This is an optimization exercise on Yosys and OpenROAD, whose aim is small area, not a production implementation.
Function was checked by simulation only, so behaviour that the tests miss may differ from the original.
Power figures rest on the tool's default switching activity, not on a simulated workload.

==> flow/design.v (outline; a module is shown in full before it is edited, if it fits) <==
// module filter_fir: 3819 lines
// module fir_fa: 4 lines
// module fir_ha: 4 lines
// module fir_nand2: 3 lines
// module fir_nor2: 3 lines
module filter_fir(input clk, input rst, input signed [15:0] din, output signed [15:0] dout);
  // ...
==> flow/flow/run.sh <==
#!/bin/bash
# The standard layout (standard.sh) with the clock tree built without dummy load cells
# and the port buffers made of the smallest buffer cell.
set -euo pipefail
CTS="-sink_clustering_enable -repair_clock_nets -dont_use_dummy_load -sink_clustering_size 16 -sink_clustering_max_diameter 50 -buf_list {sky130_fd_sc_hd__clkbuf_4 sky130_fd_sc_hd__clkbuf_8}"
bash standard.sh "CTS_ARGS=$CTS" "BUFFER_PORTS_ARGS=-buffer_cell sky130_fd_sc_hd__buf_1" finish > standard_flow.log 2>&1
==> flow/standard.sh <==
#!/bin/bash
# synth_recipe.tcl (not shown) runs the flow's synth.tcl, then flattens the netlist and writes it again
# the make line also repeats each setting of config.mk as NAME=value (left out here)
make -C /OpenROAD-flow-scripts/flow DESIGN_CONFIG=/design/flow/config.mk WORK_HOME=/design/flow/orfs CLKGATE_MAP_FILE= SYNTH_SCRIPT=/design/flow/synth_recipe.tcl "${@:-finish}"
==> flow/config.mk <==
export PLATFORM = sky130hd
export DESIGN_NAME = filter_fir
export DESIGN_NICKNAME = filter_fir
export VERILOG_FILES = /design/flow/design.v
export SDC_FILE = /design/flow/constraint.sdc
export NUM_CORES = 8
export LEC_CHECK = 0
export CAP_MARGIN = 20
export CORE_MARGIN = 2
export CORE_UTILIZATION = 40
export SLEW_MARGIN = 20
export SYNTH_HIERARCHICAL = 1
==> flow/constraint.sdc <==
create_clock -name core_clock -period 6.5 [get_ports {clk}]
set_input_delay 1.3000 -clock core_clock [delete_from_list [all_inputs] [get_ports {clk}]]
set_output_delay 1.3000 -clock core_clock [all_outputs]
set_load 0.01 [all_outputs]
==> summary.txt, run 1 <==
Critical path
  – Crit path max fanout: 3
  – Worst reg-to-reg path cell count: 14
  – Flop-to-flop setup slack: about 0.35 ns
  – Family with the most delay on the worst path: adder cells
  – Crit path capture type: register
  – Crit-path cells: ha_1 -> fa_1 -> fa_1 -> fa_1 -> fa_1 -> fa_1 -> fa_1 -> fa_1 -> fa_1 -> fa_1 -> fa_1 -> fa_1 -> fa_1 -> nor2_1
  – Critical Path RT: 7.17 ns
  – CP startpoint kind: register

Die
  – Die H: roughly 350 µm
  – Die W: roughly 350 µm

Synth
  – Seq cells post-synth: between 1000 and 1500
  – Mapped cell area: between 40000 and 50000 µm²
  – Mapped Cells: slightly below 3000
  – Top cells by area, synth: dfxtp_1 54%, fa_1 35%, ha_1 4.1%, inv_1 2.7%, nor2_1 1.0%
  – Post-Synth XOR/XNOR Area: 0.282%
  – Post-synth ARST share: 0%
  – Mux cell area share after synthesis: 0%

Global routing
  – Vias in the first global route: 23700
  – Remaining Overflow, GRT: 0

Power
  – VDD IR-drop max: about 0.45 mV
  – Clk. pwr: ~4 mW
  – Internal power: between 10 and 15 mW
  – Combinational power share: 43.9%

Clocking
  – Clock tree buffer depth: 3
  – Hold-fix buffers, CTS: 0

Drt
  – # DRC: 0
  – Via density: 4.31
  – Starting DRT DRC Count: 873

Final layout
  – Dominant kind of cell: registers
  – Seq/total area: 50.1%
  – Area of the multi-input gates: approximately 20000 µm²
  – Most frequent cells in the layout: 1266 x dfxtp_1, 826 x fa_1, 333 x inv_1
  – Clock-cell share of area: between 3 and 4%
  – Clk_buf instances: 116

Timing
  – Fmax: 0.163 GHz
  – RSZ-0062 raised after global routing: no
  – Final Hold Fails: 0
  – Slew @ Worst Pin: between 1 and 1.5 ns

Placement
  – Number of port buffers: 33
  – Inst Count DP: around 4500

Status
  – Status: timing/DRC/antenna clean
==> inputs of run 2 (changes only) <==
==> flow/flow/run.sh (replaced) <==
#!/bin/bash
# The standard layout (standard.sh) with the clock tree built without dummy load cells
# and the port buffers made of the smallest buffer cell.
set -euo pipefail
CTS="-sink_clustering_enable -repair_clock_nets -dont_use_dummy_load -sink_clustering_size 20 -sink_clustering_max_diameter 60 -buf_list {sky130_fd_sc_hd__clkbuf_2 sky130_fd_sc_hd__clkbuf_4 sky130_fd_sc_hd__clkbuf_8}"
bash standard.sh "CTS_ARGS=$CTS" "BUFFER_PORTS_ARGS=-buffer_cell sky130_fd_sc_hd__buf_1" finish > standard_flow.log 2>&1
==> run 2 against run 1 <==
Compared with the run above:
- first-iteration DRC count is 4.4% higher
- sequential share of layout area is 0.33 points higher
- die area stayed put
- combinational power hardly changed
- core utilization is 0.28 points lower
- worst hold slack better by 0.013 ns
- non-clock buffer count stayed put
- total power is 1.8% lower
- clock-buffer cell count is 24 lower
- largest cell class unchanged
==> summary.txt, run 2 <==
Status
  – Status: timing/DRC/antenna clean (unchanged)

Drt
  – Mean routed wirelength per cell: 21.9 µm (about the same)
  – Detailed Routing Iterations Pass 1: 4 (was 5)
  – Via density: 4.31 (about the same)
  – Routed via count: 19800 (was 19900)
  – ANT nets after route: 0 (unchanged)
  – # DRC: 0 (unchanged)
  – Final WL: 101000 µm (was 102000 µm)
  – Starting DRT DRC Count: 911 (was 873)

Clocking
  – Number of CTS-inserted buffers: 92 (was 116)
  – CTS tree: yes (unchanged)
  – Cells resized by post-CTS repair: 0 (unchanged)
  – H-tree Lvls: 3 (unchanged)
  – Clk sink count: 1266 (unchanged)
  – Post-CTS setup buffer count: 0 (unchanged)
  – Clock Latency Late Sink: 0.83 ns (was 0.86 ns)
  – Hold-fix buffers, CTS: 0 (unchanged)
  – Clk slew on worst S/H paths: 0.12 ns (was 0.09 ns)
  – Clock tree buffer depth: 3 (unchanged)
  – Root Buffer: clkbuf_8 (unchanged)

Synth
  – Synth Warn #: 7 (unchanged)
  – Register area share after synthesis: 54.4% (unchanged)
  – Mapped Nets: 3915 (unchanged)
  – Number of flops mapped to enable cells by yosys: 0 (unchanged)
  – Post-synth top area cell: dfxtp_1 (unchanged)
  – Top-count cell post-synth: dfxtp_1 (unchanged)
  – Mapped cell area: 46600 µm² (unchanged)
  – Commonest cells post-synth: 1266 x dfxtp_1, 826 x fa_1, 334 x inv_1 (unchanged)
  – Distinct cell type count after synthesis: 41 (unchanged)
  – Main synth FF type: dfxtp_1 (unchanged)
  – Post-synth ARST share: 0% (unchanged)
  – Post-Syn Area per Cell: 16.0 µm² (unchanged)
  – Top-area cell type share of the netlist area: 54.4% (unchanged)
  – Mapped Cells: 2919 (unchanged)
  – Seq cells post-synth: 1266 (unchanged)
  – Top cells by area, synth: dfxtp_1 54%, fa_1 35%, ha_1 4.1%, inv_1 2.7%, nor2_1 1.0% (unchanged)

Final layout
  – Most frequent cells in the layout: 1266 x dfxtp_1, 826 x fa_1, 333 x inv_1 (unchanged)
  – Max reg flops: 31 (unchanged)
  – Top flop regs: s1 (31), s2 (29), s3 (25) (unchanged)
  – Layout Nets: 4075 (was 4099)
  – Area delta synth->final: 7.72% (was 8.42%)
  – Leading cell type in the layout, fill and taps excluded: dfxtp_1 (unchanged)
  – Fillers: 10400 (about the same)
  – Largest reg by FF count: s1 (unchanged)
  – Share of layout cells above drive strength 1: 4.55% (was 5.29%)

Timing
  – RSZ-0062 raised after global routing: no (unchanged)
  – Period utilization: 95.1% (was 94.6%)
  – Setup tns final: 0 ns (unchanged)
  – Max Transition Viols Final: 0 (unchanged)
  – Final Hold Fails: 0 (unchanged)
  – Fmax: 0.162 GHz (was 0.163 GHz)
  – Tmin final: 6.18 ns (was 6.15 ns)
  – Final setup viols: 0 (unchanged)
  – Rel. slew slack: 24.1% (was 25.5%)
  – Hold slack final: 0.233 ns (was 0.220 ns)
  – Clock skew: 0.125 ns (was 0.116 ns)
  – Slew @ Worst Pin: 1.14 ns (was 1.12 ns)
  – Final worst setup slack: 0.316 ns (was 0.354 ns)

Critical path
  – CP Data Arrival Time: 6.80 ns (was 6.82 ns)
  – Crit path max fanout: 3 (unchanged)
  – Critical Path RT: 7.11 ns (was 7.17 ns)
  – Critical Path Source: w12[1] (unchanged)
  – CP Class: register to register (unchanged)
  – CP startpoint kind: register (unchanged)
  – FF-to-FF Start: w12[1] (unchanged)
  – Crit path capture type: register (unchanged)

Global routing
  – Largest net degree at the start of global routing: 38 (unchanged)
  – Vias in the first global route: 23400 (was 23700)
  – Gr usage total: 17.9% (was 18.1%)
  – Initial antenna violation count: 5 (unchanged)
  – Remaining Overflow, GRT: 0 (unchanged)
  – First-pass GRT wire length: 153000 µm (was 155000 µm)

Power
  – VDD IR-drop max: 0.453 mV (was 0.454 mV)
  – Total Power: 21.6 mW (was 22.0 mW)
  – Leakage power: 19.9 nW (was 20.0 nW)
  – Power density cells: 430 nW/µm² (was 435 nW/µm²)

Job
  – Max cap viols: 0 (unchanged)

Die
  – Row cnt: 125 (unchanged)
  – Num ports: 34 (unchanged)
  – Die ar.: 119000 µm² (unchanged)
  – Die H: 345 µm (unchanged)
  – Die W: 345 µm (unchanged)
  – Area of the core: 116000 µm² (unchanged)
  – Initial Util: 40.2% (unchanged)

Placement
  – Estimated wirelength of the detail-placed design: 83300 µm (unchanged)
  – Post-Place Setup Slack: 0.306 ns (unchanged)
  – Gpl congestion: 0.869 (unchanged)
  – Number of port buffers: 33 (unchanged)

Worst hold path
  – HP Start: w48[2] (was w6[11])
  – HP Class: register to register (unchanged)
## run 2: path summary, 6_finish.rpt
check	endpoint	slack (ns)	cells past startpoint
worst max-delay path	s1[9]	0.32	14
worst min-delay path	w49[2]	0.23	0
worst max register to register	s1[9]	0.32	14
worst min register to register	w49[2]	0.23	0
## run 2: cells by family after synthesis
group	count (synthesis)	synth area share, %
XOR/XNOR	15	0.282
buffers and inverters	339	2.73
adder cells (fa/ha/maj)	978	39.5
AND/OR/NAND/NOR	279	2.46
AO/OA/AOI/OAI	42	0.628
flip-flops	1266	54.4
## run 2: worst max-delay path: stages, from the launching register on
cell and delay (ns):
dfxtp_1 0.48, ha_1 0.31, fa_1 0.46, fa_1 0.52, fa_1 0.44, fa_1 0.43, fa_1 0.41, fa_1 0.41
fa_1 0.41, fa_1 0.40, fa_1 0.39, fa_1 0.40, fa_1 0.40, fa_1 0.49, nor2_1 0.05
## run 2: layout make-up
cell class / count / area (µm²) / share of cell area, %
Clock buffer: 92 / 1270 / 2.52
Timing Repair Buffer: 71 / 409 / 0.815
Tap cell: 1524 / 1910 / 3.80
Sequential cell: 1266 / 25300 / 50.5
Antenna cell: 2 / 5.00 / 0.00996
Inverter: 334 / 1250 / 2.50
Multi-Input combinational cell: 1314 / 20000 / 39.9
## run 2: metal layers
metal  track usage, %  share of wire [%]  wire [µm]
met1             22.7                 42      42400
met2             31.6                 51      51800
met3             2.85                3.2       3220
met4             5.59                3.3       3370
met5                0              0.013         13
## run 2: where the power goes
part	switching (mW)	internal, mW	total [mW]
logic	5.10	4.58	9.67
clock network	2.33	1.27	3.60
registers	0.240	8.09	8.33
## run 2: per-stage QoR
stage	util [%]	cell area [µm²]	cells
floorplan	-	46600	2919
global placement	42.2	49000	4509
detailed placement	42.2	49000	4509
CTS	43.3	50200	4601
global route	43.3	50200	4602
finish	43.3	50200	4603
## run 2: Yosys stat by module, one instance, submodules excluded, a selection
module | cells inside | times used | flip-flops and latches | area (µm²)
fir_ha | 1 | 111 | 0 | 12.5
fir_fa | 1 | 826 | 0 | 20.0
filter_fir | 1774 | 1 | 1266 | 27900

==> afterwards: timing with drivers on the ports <==
In the flow no input, the clock included, has a driving cell. The finished layouts below were timed again as built, in two steps.
Step 1: set_driving_cell puts a clkbuf_16 on clk and a buf_2 on each other input, an assumption about the parent block.
Step 2 times the ports against the registers' clock, not the clock port: input delays grow and output delays shrink by t, the midpoint of the rising clock arrivals with the driver on.
Slacks: no drivers / after step 1 / after step 2; pairs: no drivers / after step 1.
run | t (ns) | setup slack, ns | hold slack, ns | worst register clock-pin slew, ns | worst slew at a driven data input, ns
run 1 | 0.868 | 0.354 / 0.354 / 0.354 | 0.220 / 0.220 / 0.220 | 0.10 / 0.10 | 0.04
run 2 | 0.831 | 0.316 / 0.316 / 0.316 | 0.233 / 0.233 / 0.233 | 0.12 / 0.12 | 0.04
After both steps every run listed still meets setup and hold.
